This design comes from an exercise in tuning for small area and a short achievable clock period on the open sky130 flow, not from production work. Only simulation tests tie the RTL to the original design; equivalence was not proved.

Design pe_array, start of the top module:
module pe_array (
  input wire [3:0] sw_output_1,
  input wire [3:0] sw_output_2,
  input wire [3:0] sw_output_3,
  input wire [3:0] sw_output_4,
  input wire [3:0] sw_output_5,
  input wire [3:0] sw_output_6,
  input wire [3:0] sw_output_7,
  input wire [3:0] sw_output_8,
  input wire [3:0] sw_output_9,
  input wire [3:0] sw_output_10,
  input wire [3:0] sw_output_11,
  input wire [3:0] sw_output_12,
  input wire [3:0] sw_output_13,
  input wire [3:0] sw_output_14,
  input wire [3:0] sw_output_15,
  input wire [3:0] sw_output_16,
  input wire [3:0] sw_output_17,
  input wire [3:0] sw_output_18,
  input wire [3:0] sw_output_19,
  input wire [3:0] sw_output_20,
  input wire [3:0] sw_output_21,
  input wire [3:0] sw_output_22,
  input wire [3:0] sw_output_23,
  input wire [3:0] sw_output_24,
  input wire [3:0] sw_output_25,
  input wire [3:0] sw_output_26,
  input wire [3:0] sw_output_27,
  input wire [3:0] sw_output_28,
  input wire [3:0] sw_output_29,
  input wire [3:0] sw_output_30,
  input wire [3:0] sw_output_31,
  input wire [3:0] sw_output_32,
  input wire [3:0] sw_output_33,
  input wire [3:0] sw_output_34,
  input wire [3:0] sw_output_35,
  input wire [3:0] sw_output_36,
  input wire [3:0] sw_output_37,
  input wire [3:0] sw_output_38,
  input wire [3:0] sw_output_39,
  input wire [3:0] sw_output_40,
  input wire [3:0] sw_output_41,
  input wire [3:0] sw_output_42,
  input wire [3:0] sw_output_43,
  input wire [3:0] sw_output_44,
  input wire [3:0] sw_output_45,
  input wire [3:0] sw_output_46,
  input wire [3:0] sw_output_47,
  input wire [3:0] sw_output_48,
  input wire [3:0] sw_output_49,
  input wire [3:0] sw_output_50,
  input wire [3:0] sw_output_51,
  input wire [3:0] sw_output_52,
  input wire [3:0] sw_output_53,
  input wire [3:0] sw_output_54,
  input wire [3:0] sw_output_55,
  input wire [3:0] sw_output_56,
  input wire [3:0] sw_output_57,
  ...
Size in the first run: about 7900 cells after synthesis, roughly 760 I/O pins.
Settings: LEC_CHECK=0, CAP_MARGIN=20, CORE_MARGIN=2, CORE_UTILIZATION=60, CTS_CLUSTER_DIAMETER=100, CTS_CLUSTER_SIZE=30, SETUP_SLACK_MARGIN=2.15, SLEW_MARGIN=20, SYNTH_HIERARCHICAL=1; clock period 4.5 ns.
standard.sh (not shown) runs the stock make flow with config.mk's settings and CLKGATE_MAP_FILE= SYNTH_SCRIPT=/design/flow/synth_recipe.tcl, a recipe that flattens the netlist after the stock synthesis.
==> flow/flow/run.sh <==
#!/bin/bash
# Standard layout, with plain buffers (instead of delay cells) on the ports,
# and the enable and output pins kept together on one edge.
set -euo pipefail
bash standard.sh "BUFFER_PORTS_ARGS=-buffer_cell sky130_fd_sc_hd__buf_1" "IO_CONSTRAINTS=$PWD/flow/io.tcl" finish > standard_flow.log 2>&1
==> flow/flow/io.tcl <==
# keep the enable and the outputs together on one edge, the enable in the middle
set_io_pin_constraint -region right:* -group -order -pin_names {final_output_1[0] final_output_1[1] final_output_1[2] final_output_1[3] final_output_1[4] final_output_1[5] final_output_1[6] final_output_1[7] final_output_1[8] final_output_1[9] final_output_1[10] final_output_1[11] final_output_2[0] final_output_2[1] final_output_2[2] final_output_2[3] final_output_2[4] final_output_2[5] final_output_2[6] final_output_2[7] final_output_2[8] final_output_2[9] final_output_2[10] final_output_2[11] final_output_3[0] final_output_3[1] final_output_3[2] final_output_3[3] final_output_3[4] final_output_3[5] final_output_3[6] final_output_3[7] final_output_3[8] final_output_3[9] final_output_3[10] final_output_3[11] final_output_4[0] final_output_4[1] final_output_4[2] final_output_4[3] final_output_4[4] final_output_4[5] final_output_4[6] final_output_4[7] final_output_4[8] final_output_4[9] final_output_4[10] final_output_4[11] final_output_5[0] final_output_5[1] final_output_5[2] final_output_5[3] final_output_5[4] final_output_5[5] pe_array_enable final_output_5[6] final_output_5[7] final_output_5[8] final_output_5[9] final_output_5[10] final_output_5[11] final_output_6[0] final_output_6[1] final_output_6[2] final_output_6[3] final_output_6[4] final_output_6[5] final_output_6[6] final_output_6[7] final_output_6[8] final_output_6[9] final_output_6[10] final_output_6[11] final_output_7[0] final_output_7[1] final_output_7[2] final_output_7[3] final_output_7[4] final_output_7[5] final_output_7[6] final_output_7[7] final_output_7[8] final_output_7[9] final_output_7[10] final_output_7[11] final_output_8[0] final_output_8[1] final_output_8[2] final_output_8[3] final_output_8[4] final_output_8[5] final_output_8[6] final_output_8[7] final_output_8[8] final_output_8[9] final_output_8[10] final_output_8[11] final_output_9[0] final_output_9[1] final_output_9[2] final_output_9[3] final_output_9[4] final_output_9[5] final_output_9[6] final_output_9[7] final_output_9[8] final_output_9[9] final_output_9[10] final_output_9[11]}
The baseline finished clean.
Next try:
CORE_UTILIZATION = 70   (was 60)
The changed run went through all stages and came out clean. Worst setup slack improved by 5.3 ps. Fmax is about the same. Routed wire length came out lower by about 1.6%.

-- static timing again, ports no longer ideal --
No port has a modelled driver above. Below, the same layouts with a new extraction and two added sets of constraints.
Step 1, drivers: a clkbuf_16 drives clk and a buf_2 each remaining input, both assumed.
Step 2, shift: input delay + t, output delay - t, t = (earliest + latest rising clock arrival at the registers) / 2. This alone moves slack from input paths to output paths.
Slacks: ideal / step 1 / step 2; pairs: ideal / step 1.
run | t (ns) | setup WS [ns] | worst register clock-pin slew, ns | worst slew at a driven data input, ns
the first run | 0.773 | 2.182 / 2.077 / 1.473 | 0.11 / 0.11 | 0.19
the second run | 0.762 | 2.187 / 2.078 / 1.418 | 0.12 / 0.12 | 0.18
After both steps setup and hold are still met in every run listed. The setup slack of the second run, which loses most, moves by -0.109 ns with the drivers and by -0.769 ns with both steps.
